This is an optimization exercise on Yosys and OpenROAD, whose aim is small area, a short achievable clock period and few clock cycles per item, not a production implementation. Function was checked by simulation only, so behaviour that the tests miss may differ from the original.

<file path="flow/config.mk">
export PLATFORM = sky130hd
export DESIGN_NAME = fft
export DESIGN_NICKNAME = fft
export VERILOG_FILES = /design/flow/design.v
export SDC_FILE = /design/flow/constraint.sdc
export NUM_CORES = 8
export LEC_CHECK = 0
export CAP_MARGIN = 20
export CORE_AREA = 10 10 990 990
export DIE_AREA = 0 0 1000 1000
export PLACE_DENSITY = 0.35
export SLEW_MARGIN = 20
</file>
<file path="flow/constraint.sdc">
create_clock -name core_clock -period 22.0 [get_ports {clk}]
set_input_delay 4.4000 -clock core_clock [delete_from_list [all_inputs] [get_ports {clk}]]
set_output_delay 4.4000 -clock core_clock [all_outputs]
set_load 0.01 [all_outputs]
</file>
<file path="flow/design.v">
module fft(clk, rst, data_in, wr_en, data_out, next_data_rd, busy, start);
input wire clk;
input wire rst;
input wire [19:0] data_in;
input wire wr_en;
output reg [19:0] data_out;
input wire next_data_rd;
input wire start;
output reg busy;
localparam ST_WR = 2'd0, ST_BUSY = 2'd1, ST_RD = 2'd2;
reg [1:0] state;
reg [5:0] wcnt;
reg wfull;
reg [6:0] bc;
reg [6:0] ir;
reg [6:0] rdc;
reg [19:0] xq;
reg weq;
function [2:0] rev3;
    input [2:0] v;
    rev3 = {v[0], v[1], v[2]};
endfunction
function [27:0] tw;
    input [5:0] w;
    case (w)
      6'd0: tw = {14'h1000, 14'h0000};
      6'd1: tw = {14'h0fec, 14'h0191};
      6'd2: tw = {14'h0fb1, 14'h031f};
      6'd3: tw = {14'h0f50, 14'h04a5};
      6'd4: tw = {14'h0ec8, 14'h061f};
      6'd5: tw = {14'h0e1c, 14'h078b};
      6'd6: tw = {14'h0d4e, 14'h08e4};
      6'd7: tw = {14'h0c5e, 14'h0a26};
      6'd8: tw = {14'h0b50, 14'h0b50};
      6'd9: tw = {14'h0a26, 14'h0c5e};
      6'd10: tw = {14'h08e4, 14'h0d4e};
      6'd11: tw = {14'h078b, 14'h0e1c};
      6'd12: tw = {14'h061f, 14'h0ec8};
      6'd13: tw = {14'h04a5, 14'h0f50};
      6'd14: tw = {14'h031f, 14'h0fb1};
      6'd15: tw = {14'h0191, 14'h0fec};
      6'd16: tw = {14'h0000, 14'h1000};
      6'd17: tw = {14'h3e6f, 14'h0fec};
      6'd18: tw = {14'h3ce1, 14'h0fb1};
      6'd19: tw = {14'h3b5b, 14'h0f50};
      6'd20: tw = {14'h39e1, 14'h0ec8};
      6'd21: tw = {14'h3875, 14'h0e1c};
      6'd22: tw = {14'h371c, 14'h0d4e};
      6'd23: tw = {14'h35da, 14'h0c5e};
      6'd24: tw = {14'h34b0, 14'h0b50};
      6'd25: tw = {14'h33a2, 14'h0a26};
      6'd26: tw = {14'h32b2, 14'h08e4};
      6'd27: tw = {14'h31e4, 14'h078b};
      6'd28: tw = {14'h3138, 14'h061f};
      6'd29: tw = {14'h30b0, 14'h04a5};
      6'd30: tw = {14'h304f, 14'h031f};
      6'd31: tw = {14'h3014, 14'h0191};
      6'd32: tw = {14'h3000, 14'h0000};
      6'd33: tw = {14'h3014, 14'h3e6f};
      6'd34: tw = {14'h304f, 14'h3ce1};
      6'd35: tw = {14'h30b0, 14'h3b5b};
      6'd36: tw = {14'h3138, 14'h39e1};
      6'd37: tw = {14'h31e4, 14'h3875};
      6'd38: tw = {14'h32b2, 14'h371c};
      6'd39: tw = {14'h33a2, 14'h35da};
      6'd40: tw = {14'h34b0, 14'h34b0};
      6'd41: tw = {14'h35da, 14'h33a2};
      6'd42: tw = {14'h371c, 14'h32b2};
      6'd43: tw = {14'h3875, 14'h31e4};
      6'd44: tw = {14'h39e1, 14'h3138};
      6'd45: tw = {14'h3b5b, 14'h30b0};
      6'd46: tw = {14'h3ce1, 14'h304f};
      6'd47: tw = {14'h3e6f, 14'h3014};
      6'd48: tw = {14'h0000, 14'h3000};
      6'd49: tw = {14'h0191, 14'h3014};
      6'd50: tw = {14'h031f, 14'h304f};
      6'd51: tw = {14'h04a5, 14'h30b0};
      6'd52: tw = {14'h061f, 14'h3138};
      6'd53: tw = {14'h078b, 14'h31e4};
      6'd54: tw = {14'h08e4, 14'h32b2};
      6'd55: tw = {14'h0a26, 14'h33a2};
      6'd56: tw = {14'h0b50, 14'h34b0};
      6'd57: tw = {14'h0c5e, 14'h35da};
      6'd58: tw = {14'h0d4e, 14'h371c};
      6'd59: tw = {14'h0e1c, 14'h3875};
      6'd60: tw = {14'h0ec8, 14'h39e1};
      6'd61: tw = {14'h0f50, 14'h3b5b};
      6'd62: tw = {14'h0fb1, 14'h3ce1};
      6'd63: tw = {14'h0fec, 14'h3e6f};
    endcase
endfunction
wire [39:0] Q [0:63];
wire [39:0] Dn [0:63];
wire [39:0] tin [0:7];
wire [7:0] en;
genvar gb, gp;
generate
    for (gb = 0; gb < 8; gb = gb + 1) begin : lane
        for (gp = 0; gp < 8; gp = gp + 1) begin : pos
            reg [39:0] r;
            assign Q[gb*8+gp] = r;
            always @(posedge clk)
                if (en[gb]) r <= Dn[gb*8+gp];
        end
    end
endgenerate
function [19:0] RE;
    input [39:0] v;
    RE = v[39:20];
endfunction
function [19:0] IM;
    input [39:0] v;
    IM = v[19:0];
endfunction
wire wr_go = (state == ST_WR) & weq & ~wfull;
wire [2:0] wb = wcnt[5:3];
wire [19:0] hH = (wb[1:0] == 2'd0) ? RE(Q[0]) : (wb[1:0] == 2'd1) ? RE(Q[8]) :
                 (wb[1:0] == 2'd2) ? RE(Q[16]) : RE(Q[24]);
wire [19:0] wp = hH + xq;
wire [19:0] wq = hH - xq;
wire [19:0] hG = wb[0] ? RE(Q[8]) : RE(Q[0]);
wire [19:0] hE = wb[0] ? RE(Q[40]) : RE(Q[32]);
wire [19:0] wGp = hG + wp;
wire [19:0] wGm = hG - wp;
wire [19:0] wnq = -wq;
wire [7:0] wsel;
wire [39:0] wval [0:7];
assign wsel[0] = (wb == 3'd0) | (wb == 3'd4) | (wb == 3'd6);
assign wsel[1] = (wb == 3'd1) | (wb == 3'd5) | (wb == 3'd7);
assign wsel[2] = (wb == 3'd2) | (wb == 3'd6);
assign wsel[3] = (wb == 3'd3) | (wb == 3'd7);
assign wsel[4] = (wb == 3'd4) | (wb == 3'd6);
assign wsel[5] = (wb == 3'd5) | (wb == 3'd7);
assign wsel[6] = (wb == 3'd6);
assign wsel[7] = (wb == 3'd7);
assign wval[0] = {(wb[2] ? (wb[1] ? wGp : wp) : xq), 20'd0};
assign wval[1] = {(wb[2] ? (wb[1] ? wGp : wp) : xq), 20'd0};
assign wval[2] = {(wb[2] ? wGm : xq), 20'd0};
assign wval[3] = {(wb[2] ? wGm : xq), 20'd0};
assign wval[4] = wb[1] ? {hE, wnq} : {wq, 20'd0};
assign wval[5] = wb[1] ? {hE, wnq} : {wq, 20'd0};
assign wval[6] = {hE, wq};
assign wval[7] = {hE, wq};
function [22:0] sched;
    input [6:0] c;
    reg inX, pX, pY;
    reg [1:0] sX, sY;
    reg [4:0] tX, tY;
    reg [6:0] cm4, cm6;
    reg [2:0] rX, rY;
    reg [5:0] wX, wY;
    begin
        inX = (c < 7'd96);
        sX = c[6:5];
        tX = c[4:0];
        pX = inX & ((sX == 2'd0) ? ~tX[3] : (sX == 2'd1) ? ~tX[2] : ~tX[1]);
        cm4 = c - 7'd4;
        cm6 = c - 7'd6;
        if (c >= 7'd4 && c < 7'd36) begin
            sY = 2'd0; tY = cm4[4:0]; pY = ~tY[3];
        end else if (c >= 7'd36 && c < 7'd64) begin
            sY = 2'd1; tY = cm4[4:0]; pY = ~tY[2];
        end else if (c >= 7'd70 && c < 7'd102) begin
            sY = 2'd2; tY = cm6[4:0]; pY = ~tY[1];
        end else begin
            sY = 2'd3; tY = 5'd0; pY = 1'b0;
        end
        rX = rev3({1'b0, tX[4:3]});
        rY = rev3({1'b1, tY[4:3]});
        wX = (sX == 2'd1) ? {1'b0, rX, 2'b00} : {2'b00, rX, 1'b0} + {1'b0, tX[2], 4'b0000};
        wY = (sY == 2'd0) ? {rY, 3'b000} : (sY == 2'd1) ? {1'b0, rY, 2'b00} :
             {2'b00, rY, 1'b0} + {1'b0, tY[2], 4'b0000};
        sched = {pX, pY, sX, sY, tX, wX, wY};
    end
endfunction
wire [22:0] sc0 = sched(bc);
wire [22:0] sc1 = sched(bc + 7'd1);
wire busy_st = (state == ST_BUSY);
wire pX0 = busy_st & sc0[22];
wire pY0 = busy_st & sc0[21];
wire [1:0] sX0 = sc0[20:19];
wire [1:0] sY0 = sc0[18:17];
wire [4:0] tX0 = sc0[16:12];
wire pX1 = sc1[22];
wire pY1 = sc1[21];
wire [1:0] sX1 = sc1[20:19];
wire [1:0] sY1 = sc1[18:17];
wire [5:0] wX1 = sc1[11:6];
wire [5:0] wY1 = sc1[5:0];
wire lkY = pY1;
wire lkX = pX1 & (sX1 != 2'd0);
wire Xflat = busy_st & (bc < 7'd96);
wire Yflat = busy_st & (bc < 7'd102);
wire Yrot = busy_st & (((bc >= 7'd4) && (bc < 7'd64)) || ((bc >= 7'd66) && (bc < 7'd102)));
wire prefill = busy_st & ((bc == 7'd101) | (bc == 7'd102));
wire iss = prefill | ((state == ST_RD) & next_data_rd);
wire [2:0] ib = rev3(ir[2:0]);
wire [39:0] iss_f = Q[{ib, 3'd0}];
wire [39:0] iss_g = Q[{ib, 3'd1}];
reg [39:0] gop;
reg [5:0] wop;
always @(*) begin
    gop = iss_g;
    wop = ir[5:0];
    if (busy_st & ~prefill) begin
        if (lkY) begin
            wop = wY1;
            case (sY1)
            2'd0: gop = (bc == 7'd3) ? Q[40] : Q[41];
            2'd1: gop = Q[37];
            default: gop = Q[35];
            endcase
        end else begin
            wop = wX1;
            gop = (sX1 == 2'd1) ? Q[5] : Q[3];
        end
    end
end
wire [27:0] twv = tw(wop);
wire signed [13:0] tC = twv[27:14];
wire signed [13:0] tS = twv[13:0];
wire signed [19:0] gre = gop[39:20];
wire signed [19:0] gim = gop[19:0];
wire signed [33:0] P1 = gre * tC;
wire signed [33:0] P2 = gim * tS;
wire signed [33:0] P3 = gim * tC;
wire signed [33:0] P4 = gre * tS;
reg [19:0] fl1, fl2, fl3, fl4;
reg z1, z2, z3, z4;
reg [19:0] FR;
reg PART;
wire mb_en = (busy_st & ~prefill) | iss;
always @(posedge clk) begin
    if (mb_en) begin
        fl1 <= P1[31:12]; z1 <= (P1[11:0] == 12'd0);
        fl2 <= P2[31:12]; z2 <= (P2[11:0] == 12'd0);
        fl3 <= P3[31:12]; z3 <= (P3[11:0] == 12'd0);
        fl4 <= P4[31:12]; z4 <= (P4[11:0] == 12'd0);
        FR <= ir[6] ? IM(iss_f) : RE(iss_f);
        PART <= ir[6];
    end
end
wire bX0 = pX0 & (sX0 != 2'd0);
wire [19:0] fre = bX0 ? RE(Q[0]) : pY0 ? RE(Q[32]) : FR;
wire [19:0] fim = bX0 ? IM(Q[0]) : pY0 ? IM(Q[32]) : FR;
wire [19:0] bf_re = fre + fl1 + fl2;
wire [19:0] bf_im = fim + fl3 + ~fl4 + 20'd1;
wire [19:0] bg_re = fre + ~fl1 + ~fl2 + {19'd0, z1} + {19'd0, z2};
wire [19:0] bg_im = fim + ~fl3 + fl4 + {19'd0, z3} + {19'd0, ~z4};
wire [39:0] bf = {bf_re, bf_im};
wire [39:0] bg = {bg_re, bg_im};
wire [19:0] tf = RE(Q[0]);
wire [19:0] tg = RE(Q[8]);
wire tw0 = ~tX0[4];
wire [19:0] tsum = tf + tg;
wire [19:0] tdif = tf - tg;
wire [19:0] tneg = -tg;
wire [39:0] trf = tw0 ? {tsum, 20'd0} : {tf, tneg};
wire [39:0] trg = tw0 ? {tdif, 20'd0} : {tf, tg};
wire xtriv = pX0 & (sX0 == 2'd0);
wire [39:0] Xout = pX0 ? (xtriv ? trf : bf) : Q[0];
wire [39:0] Yout = pY0 ? bf : Q[32];
wire [2:0] istep = (ir[4:3] == 2'd1) ? 3'd6 : (ir[4:3] == 2'd3) ? 3'd2 : 3'd4;
genvar gl;
generate
    for (gl = 0; gl < 8; gl = gl + 1) begin : lctl
        reg [2:0] rot;
        wire flat = (gl < 4) ? Xflat : Yflat;
        wire frot = (gl < 4) ? Xflat : Yrot;
        assign en[gl] = wr_go | frot | ((state != ST_WR) & (rot != 3'd0));
        wire [39:0] own = Q[gl*8];
        wire [39:0] nxt = (gl == 3) ? Xout : (gl == 7) ? Yout : Q[gl*8+8];
        assign tin[gl] = (state == ST_WR) ? (wsel[gl] ? wval[gl] : own) :
                         flat ? ((gl == 0 && xtriv) ? trg : (gl == 4 && pY0 && sY0 == 2'd0) ? bg : nxt) :
                         own;
        always @(posedge clk) begin
            if (state == ST_WR)
                rot <= 3'd0;
            else if (iss && ib == gl)
                rot <= istep;
            else if (rot != 3'd0)
                rot <= rot - 3'd1;
        end
        for (gp = 0; gp < 8; gp = gp + 1) begin : dn
            if (gp == 7) begin : t
                assign Dn[gl*8+gp] = tin[gl];
            end else if (gl == 0 && gp == 3) begin : w3x
                assign Dn[gl*8+gp] = (pX0 && sX0 == 2'd1) ? bg : Q[gl*8+gp+1];
            end else if (gl == 0 && gp == 1) begin : w1x
                assign Dn[gl*8+gp] = (pX0 && sX0 == 2'd2) ? bg : Q[gl*8+gp+1];
            end else if (gl == 4 && gp == 3) begin : w3y
                assign Dn[gl*8+gp] = (pY0 && sY0 == 2'd1) ? bg : Q[gl*8+gp+1];
            end else if (gl == 4 && gp == 1) begin : w1y
                assign Dn[gl*8+gp] = (pY0 && sY0 == 2'd2) ? bg : Q[gl*8+gp+1];
            end else begin : sh
                assign Dn[gl*8+gp] = Q[gl*8+gp+1];
            end
        end
    end
endgenerate
always @(posedge clk) begin
    xq <= data_in;
    weq <= wr_en & ~rst;
    if ((state == ST_BUSY && bc == 7'd102) || (state == ST_RD && next_data_rd))
        data_out <= PART ? bf_im : bf_re;
    if (iss)
        ir <= ir + 7'd1;
    if (rst) begin
        state <= ST_WR;
        wcnt <= 6'd0;
        wfull <= 1'b0;
        busy <= 1'b0;
        bc <= 7'd0;
    end else begin
        case (state)
        ST_WR: begin
            if (wr_go) begin
                wcnt <= wcnt + 6'd1;
                if (wcnt == 6'd63)
                    wfull <= 1'b1;
            end
            if (start) begin
                state <= ST_BUSY;
                busy <= 1'b1;
                bc <= 7'd0;
                ir <= 7'd0;
            end
        end
        ST_BUSY: begin
            bc <= bc + 7'd1;
            if (bc == 7'd102) begin
                state <= ST_RD;
                busy <= 1'b0;
                rdc <= 7'd0;
            end
        end
        default: begin
            if (next_data_rd) begin
                rdc <= rdc + 7'd1;
                if (rdc == 7'd127) begin
                    state <= ST_WR;
                    wcnt <= 6'd0;
                    wfull <= 1'b0;
                end
            end
        end
        endcase
    end
end
endmodule
</file>
<file path="flow/run.sh">
#!/bin/bash
# synth_recipe.tcl (not shown) runs the flow's synth.tcl, then flattens the netlist and writes it again
# the make line also repeats each setting of config.mk as NAME=value (left out here)
make -C /OpenROAD-flow-scripts/flow DESIGN_CONFIG=/design/flow/config.mk WORK_HOME=/design/flow/orfs CLKGATE_MAP_FILE= SYNTH_SCRIPT=/design/flow/synth_recipe.tcl finish
</file>
==> summary.txt <==
==> kinds of logic (layout without fill, tap and decap cells) <==
group,after synthesis,count (layout)
and+or+nand+nor,3125,3125
DFF,2761,2761
AOI/OAI and AO/OA,2175,2175
buffers and inverters,2107,2542
adders and majority gates,1657,1657
muxes,384,384
xor gates and xnor gates,347,347
other,0,30
==> critical path, delay by kind of cell, from the launching register on <==
family          cells  cell delay [ps]
compound gates     10             3190
xor+xnor            1               80
fa+ha+maj           8             3850
buf+inv            14             2930
flops               1              300
simple gates       10             2270
==> synthesized netlist by cell type, types with 70 or more instances <==
library cell  number
nand2_1         1339
o211ai_1         106
clkbuf_1         481
o22ai_1          135
ha_1             532
fa_1            1125
nand3_1          112
o21ai_0          476
a22oi_1          176
a21o_1           100
xnor2_1          263
edfxtp_1        2692
nor3_1           135
mux2_2           129
inv_1           1481
xor2_1            82
and2_1           111
a221oi_1          70
mux2i_1          219
nor2_1          1088
a21oi_1          503
==> how the worst max path moves through the flow <==
stage,start,end
5_1_grt,bc[6]$_SDFFE_PP0P_,fl1[19]$_DFFE_PP_
2_1_floorplan,state[0]$_SDFFE_PP0P_,lane[0].pos[0].r[0]$_DFFE_PP_
3_3_place_gp,bc[6]$_SDFFE_PP0P_,fl1[18]$_DFFE_PP_
3_5_place_dp,bc[6]$_SDFFE_PP0P_,fl1[18]$_DFFE_PP_
6_report,bc[6]$_SDFFE_PP0P_,fl1[19]$_DFFE_PP_
4_1_cts,bc[6]$_SDFFE_PP0P_,fl1[18]$_DFFE_PP_
==> cell type report <==
| cell class | instances | area share [%] |
|---|---|---|
| Clock buffer | 368 | 4.42 |
| Clock inverter | 190 | 1.11 |
| Multi-Input combinational cell | 7688 | 35.7 |
| Sequential cell | 2761 | 44.9 |
| Inverter | 1486 | 3.04 |
| Antenna cell | 30 | 0.0409 |
| Tap cell | 12600 | 8.62 |
| Timing Repair Buffer | 498 | 2.18 |
==> through the flow <==
stage	hold WS, ps	worst slack, ps
after floorplan	400	-3320
after detailed placement	405	9240
after global placement	400	9260
after CTS	335	9220
final	329	9020
after global routing	319	8380
==> metal layers <==
| layer | GRT usage (%) | vias up |
|---|---|---|
| li1 | - | 44100 |
| met1 | 17.5 | 55300 |
| met5 | 0 | - |
| met4 | 5.92 | 12 |
| met3 | 1.89 | 977 |
| met2 | 21.0 | 4138 |
==> flip-flops by register name (all words and copies together), names as in the netlist, 2 cells and up <==
name and flops:
lane.pos.r 2560, lctl.rot 24, FR 20, data_out 20, fl1 20, fl2 20, fl3 20, fl4 20
xq 20, bc 7, ir 7, rdc 7, wcnt 6, state 2
==> summary.md <==
| Metric | Value |
|---|---|
| First-pass GRT wire length | between 900 and 1000 mm |
| Post-DP HPWL | approximately 490 mm |
| CP max FO | 30 |
| Full die area | 1000000 um^2 |
| Post CTS Setup Buffer Count | 0 |
| CP dominant cell by count | inv_1 |
| Core ar. | 957000 um^2 |
| DRC | 0 |
| Mux contribution to synthesized area | just under 3% |
| DR pass1 iterations | 6 |
| Post-Synthesis Cells | about 13000 |
| Slowest cell delay on critical path | between 900 and 1000 ps |
| Area of the multi-input gates | about 66000 um^2 |
| Total GRT Usage | between 10% and 20% |
| Utilization after layout | between 10% and 20% |
| Syn nets | ~14000 |
| Clock Sinks | 2761 |
| Final std cells w/o fill | 25700 |
| Synthesized area | 155000 um^2 |
| Commonest non-fill, non-tap cell in the layout | edfxtp_1 |
| Placed Cells incl. Taps | around 25000 |
| Met2 wire length | about 300 mm |
| Std cell rows | 359 |
| FF-to-FF setup slack | between 9000 and 10000 ps |
| Vias/cell | a little over 4 |
| Post-synthesis adder-cell area fraction | between 10% and 20% |
| Synth area leader | edfxtp_1 |
| Fmax | approximately 0.077 GHz |
| Yosys cell types | 100 |
| Post-synthesis simple-gate area fraction | 8.60% |
| Largest net degree at the start of global routing | 141 |
| GPL Wtd Cong | 0.868 |
| #FFs+latches synth | 2761 |
| I/O pins | 46 |
| Unrepaired setup endpoints after global routing | false |
| Vias in the first global route | around 100k |
| Worst reg2reg path startpoint | bc[6]$_SDFFE_PP0P_ |
| WL met3 | 41.1 mm |
| Grt ovf | 0 |
| Max capacitance violation total | 0 |
| Initial Util | around 16% |
| Worst-Margin Slew | between 1000 and 1500 ps |
| Main synth FF type | edfxtp_1 |
| Post-Layout Inst Area | 183000 um^2 |
| CTS tree | yes |
| Synth warn | 1 |
| Max-slew violation count | 0 |
| Reg2reg end | fl1[19]$_DFFE_PP_ |
| Buffers on Ports | 45 |
| CP arrival | 13710 ps |
| Hold path depth | 0 |
| Crit path time final | roughly 13000 ps |
| Die W | approximately 1 mm |
| Wirelength per Cell | roughly 26 um |
| H-tree levels | 5 |
| Relative slew margins | 16.6% |
| Register area | slightly above 80000 um^2 |
| CP Class | reg2reg |
| Placed inst area | 173000 um^2 |
| Hold-fix buffers, CTS | 0 |
| Final hold viol count | 0 |
| Largest family of logic cells by synthesized area | adder cells |
| Clock slew at reported path FFs | roughly 60 ps |
| Worst Reg2Reg Path Length in Cells | 43 |
| Final ANT Viol Nets | 0 |
| Clock Skew | 104 ps |
| CP startpoint kind | register |
| Total Routed Length | between 600 and 700 mm |
| Endpoint type of the worst setup path | register |
| Met1 wire length | approximately 290 mm |
| FFs w/ async S/R, synth | 0% |
| Area share of the largest cell type after synthesis | 52.3% |
| Clock Path Buffers | 4 |
| Most frequent cells in the layout | 2692 x edfxtp_1, 1479 x inv_1, 1327 x nand2_1 |
| Area contributors post-synth | edfxtp_1 52%, fa_1 15%, ha_1 4.3% |
| Final period util | roughly three fifths |
| Final Net Count | around 14000 |
| Worst skew pair latency | approximately 1000 ps |
| Final Setup Violations | 0 |
| Hold/Removal Path Class | reg2reg |
| Hold EP | lane[5].pos[3].r[8]$_DFFE_PP_ |
| Root buffer cell | clkbuf_16 |
| Number of DRC markers in iteration 0 | around 12000 |
| Top sig layer | met5 |
| Ratio of cells with drive above 1 in the final layout | approximately a tenth |
| TritonCTS Buffers | just over 300 |
| Number of flops mapped to enable cells by yosys | 2692 |
| # fillers | 104000 |
| HP Start | lane[5].pos[4].r[8]$_DFFE_PP_ |
| Sequential area share after synthesis | 53.2% |
| XOR/XNOR Fraction of Synth Area | between 1.5 and 2% |
| Run status | complete, no violations |
| Area grow syn2layout | 18.6% |
| Vias | 104000 |
| Syn_area_per_cell | 12.3 um^2 |
| Post-cts sizing count | 0 |
| Synth Area in Compound Gates | roughly 9.3% |
| Setup Total Neg Slack | 0 ps |
| Die height | 1.00 mm |
| Worst EP required | about 23000 ps |
| Initial antenna violation count | 66 |
| Slowest stage cell, crit path | nor4_1 |
Testbench counts, summed over its fixed seeds: cycles 18,944, frames 64.

==> static timing again, ports no longer ideal <==
The flow's constraints put no driver on any port. The routed layout listed below was extracted and timed again, unchanged, in two steps. Step 1 (the two cells are an assumption about what drives the block):
set clk [get_ports {clk}]
set_driving_cell -lib_cell sky130_fd_sc_hd__clkbuf_16 $clk
set_driving_cell -lib_cell sky130_fd_sc_hd__buf_2 [delete_from_list [all_inputs] $clk]
Step 2 times the ports against the registers' clock, not the clock port: input delays grow and output delays shrink by t, the midpoint of the rising clock arrivals with the driver on. Slacks: ideal ports / drivers / drivers and shift; pairs: ideal ports / drivers.
t, ns: 1.093
setup slack, ns: 9.015 / 9.015 / 9.015
latest minus earliest clock arrival (ns): 0.104 / 0.105
After both steps setup and hold are still met in this run. The setup slack of this run moves by 0.000 ns with the drivers and by 0.000 ns with both steps.
